This is an optimization exercise on Yosys and OpenROAD, whose aim is small area, not a production implementation.
The RTL was checked by simulation tests, not by an equivalence proof against the original design.

// nano_trigger
module nano_trigger (
    input clk,
    input rst,
    input signed [7:0] energy,
    input signed [7:0] isol,
    input signed [7:0] w1_1,
    input signed [7:0] w1_2,
    input signed [7:0] b1,
    input signed [7:0] w2_1,
    input signed [7:0] w2_2,
    input signed [7:0] b2,
    input signed [7:0] w3_1,
    input signed [7:0] w3_2,
    input signed [7:0] b3,
    input signed [7:0] l2_w1,
    input signed [7:0] l2_w2,
    input signed [7:0] l2_w3,
    input signed [7:0] l2_b,
    output trigger
);
export LEC_CHECK = 0
export CAP_MARGIN = 20
export CORE_MARGIN = 2
export CORE_UTILIZATION = 40
export SLEW_MARGIN = 20
export SYNTH_HIERARCHICAL = 1
create_clock -name core_clock -period 18.0 [get_ports {clk}]
standard.sh (not shown) runs the stock make flow with config.mk's settings and CLKGATE_MAP_FILE= SYNTH_SCRIPT=/design/flow/synth_recipe.tcl, a recipe that flattens the netlist after the stock synthesis.
==> flow/flow/run.sh <==
#!/bin/bash
# The standard layout (standard.sh), with the input and output port
# buffers made from the smallest buffer cell instead of the one buffer_ports
# picks by default.  The full make output goes to standard_flow.log here.
set -euo pipefail
bash standard.sh "BUFFER_PORTS_ARGS=-buffer_cell sky130_fd_sc_hd__buf_1" finish > standard_flow.log 2>&1
The first run finished with timing, DRC and antenna clean.
Then changed:
==> flow/run.sh (new file) <==
#!/bin/bash
# synth_recipe.tcl (not shown) runs the flow's synth.tcl, then flattens the netlist and writes it again
# the make line also repeats each setting of config.mk as NAME=value (left out here)
make -C /OpenROAD-flow-scripts/flow DESIGN_CONFIG=/design/flow/config.mk WORK_HOME=/design/flow/orfs CLKGATE_MAP_FILE= SYNTH_SCRIPT=/design/flow/synth_recipe.tcl finish
Settings changed: CTS_BUF_LIST set to sky130_fd_sc_hd__clkbuf_8.
removed: flow/flow/run.sh
removed: flow/standard.sh
=> Global-route usage hardly moves; clock skew hardly moves; die area is unchanged.
Then changed:
==> flow/flow/run.sh (new file) <==
#!/bin/bash
# The standard layout (standard.sh), with the input and output port
# buffers made from the smallest buffer cell instead of the one buffer_ports
# picks by default.  The full make output goes to standard_flow.log here.
set -euo pipefail
bash standard.sh "BUFFER_PORTS_ARGS=-buffer_cell sky130_fd_sc_hd__buf_1" finish > standard_flow.log 2>&1
==> flow/standard.sh (new file) <==
#!/bin/bash
# synth_recipe.tcl (not shown) runs the flow's synth.tcl, then flattens the netlist and writes it again
# the make line also repeats each setting of config.mk as NAME=value (left out here)
make -C /OpenROAD-flow-scripts/flow DESIGN_CONFIG=/design/flow/config.mk WORK_HOME=/design/flow/orfs CLKGATE_MAP_FILE= SYNTH_SCRIPT=/design/flow/synth_recipe.tcl "${@:-finish}"
removed: flow/run.sh
=> Clock-buffer cell count is unchanged. Synthesized area stays the same. Clock skew stays flat. Hold slack hardly moves. Utilization fell by 1.9 points.
Then changed:
==> flow/flow/run.sh (replaced) <==
#!/bin/bash
# The standard layout (standard.sh) with two changes: the input and
# output port buffers use the smallest buffer cell, and clock tree synthesis
# adds no dummy loads.  The full make output goes to standard_flow.log here.
set -euo pipefail
bash standard.sh \
  "BUFFER_PORTS_ARGS=-buffer_cell sky130_fd_sc_hd__buf_1" \
  "CTS_ARGS=-sink_clustering_enable -repair_clock_nets -buf_list sky130_fd_sc_hd__clkbuf_8 -dont_use_dummy_load" \
  finish > standard_flow.log 2>&1
What happened:
- cell count drops by 0.35%
- sequential cell count stays the same
- non-clock buffer count is unchanged
- fmax hardly moves
- area after synthesis stays the same
- hold slack got worse by 0.013 ns

* * *

== lane 1 ==
nano_trigger again, from the RTL that the note above started with.
Settings: LEC_CHECK=0, CAP_MARGIN=20, CORE_MARGIN=2, CORE_UTILIZATION=40, SLEW_MARGIN=20, SYNTH_HIERARCHICAL=1; clock period 18.0 ns.
run.sh (not shown) runs the stock make flow with config.mk's settings and CLKGATE_MAP_FILE= SYNTH_SCRIPT=/design/flow/synth_recipe.tcl, a recipe that flattens the netlist after the stock synthesis.
Stock flow here: none of the scripts above is used.
Relative to lane 1, the following input files were edited for lane 2:
Settings: CAP_MARGIN changed from 20 to 10; CTS_BUF_LIST newly set to sky130_fd_sc_hd__clkbuf_8; SLEW_MARGIN changed from 20 to 10; CORE_UTILIZATION changed from 40 to 60.
==> flow/flow/run.sh (new file) <==
#!/bin/bash
# The standard layout (standard.sh) with two changes: the input and
# output port buffers use the smallest buffer cell, and clock tree synthesis
# adds no dummy loads.  The full make output goes to standard_flow.log here.
set -euo pipefail
bash standard.sh \
  "BUFFER_PORTS_ARGS=-buffer_cell sky130_fd_sc_hd__buf_1" \
  "CTS_ARGS=-sink_clustering_enable -repair_clock_nets -buf_list sky130_fd_sc_hd__clkbuf_8 -dont_use_dummy_load" \
  finish > standard_flow.log 2>&1
==> flow/standard.sh (new file) <==
#!/bin/bash
# synth_recipe.tcl (not shown) runs the flow's synth.tcl, then flattens the netlist and writes it again
# the make line also repeats each setting of config.mk as NAME=value (left out here)
make -C /OpenROAD-flow-scripts/flow DESIGN_CONFIG=/design/flow/config.mk WORK_HOME=/design/flow/orfs CLKGATE_MAP_FILE= SYNTH_SCRIPT=/design/flow/synth_recipe.tcl "${@:-finish}"
removed: flow/run.sh
==> run notes <==
Lane 2 ended up with fa_1 as its critical-path cell with the highest stage delay; lane 1 ended up with clkdlybuf4s50_1. Delta (lane 2 minus lane 1): combined global-route utilization of all metal layers climbed 8.8 points, DRC marker count from the first detailed-route iteration up 0.49%. Lane 2 gives less routed length on met1 than lane 1 did. Looking at clock latency reported for the late side of the worst-skew pair, lane 2 sits 0.02 ns higher than lane 1 does. Diff lane 1 and lane 2: wire length higher in lane 1.

## port drivers added, routing unchanged
How much do the figures lean on ideal ports? The routed layouts below were timed once more, with nothing changed but the port constraints. Step 1 sets driving cells, clkbuf_16 on the clock port and buf_2 on the other inputs (assumed; they add their load-dependent delay and slew). Step 2, shift: input delay + t, output delay - t, t = (earliest + latest rising clock arrival at the registers) / 2. This alone moves slack from input paths to output paths. Three values: ideal ports, drivers, drivers and shift; two values: the first two.
| run | t, ns | setup WS [ns] | worst hold slack (ns) | worst slew at a driven data input, ns |
|---|---|---|---|---|
| the first run of note 1 | 0.380 | 5.654 / 5.605 / 5.605 | 0.347 / 0.347 / 0.347 | 0.08 |
| the second run of note 1 | 0.391 | 4.923 / 4.887 / 4.887 | 0.353 / 0.353 / 0.353 | 0.08 |
| the third run of note 1 | 0.398 | 5.681 / 5.635 / 5.635 | 0.352 / 0.352 / 0.352 | 0.08 |
| the fourth run of note 1 | 0.381 | 5.672 / 5.622 / 5.622 | 0.339 / 0.339 / 0.339 | 0.08 |
| lane 1 | 0.371 | 4.930 / 4.895 / 4.895 | 0.348 / 0.348 / 0.348 | 0.08 |
| lane 2 | 0.379 | 5.661 / 5.628 / 5.628 | 0.329 / 0.329 / 0.329 | 0.08 |
After both steps setup and hold are still met in every run listed. The setup slack of the fourth run of note 1, which loses most, moves by -0.050 ns with the drivers and by -0.050 ns with both steps.
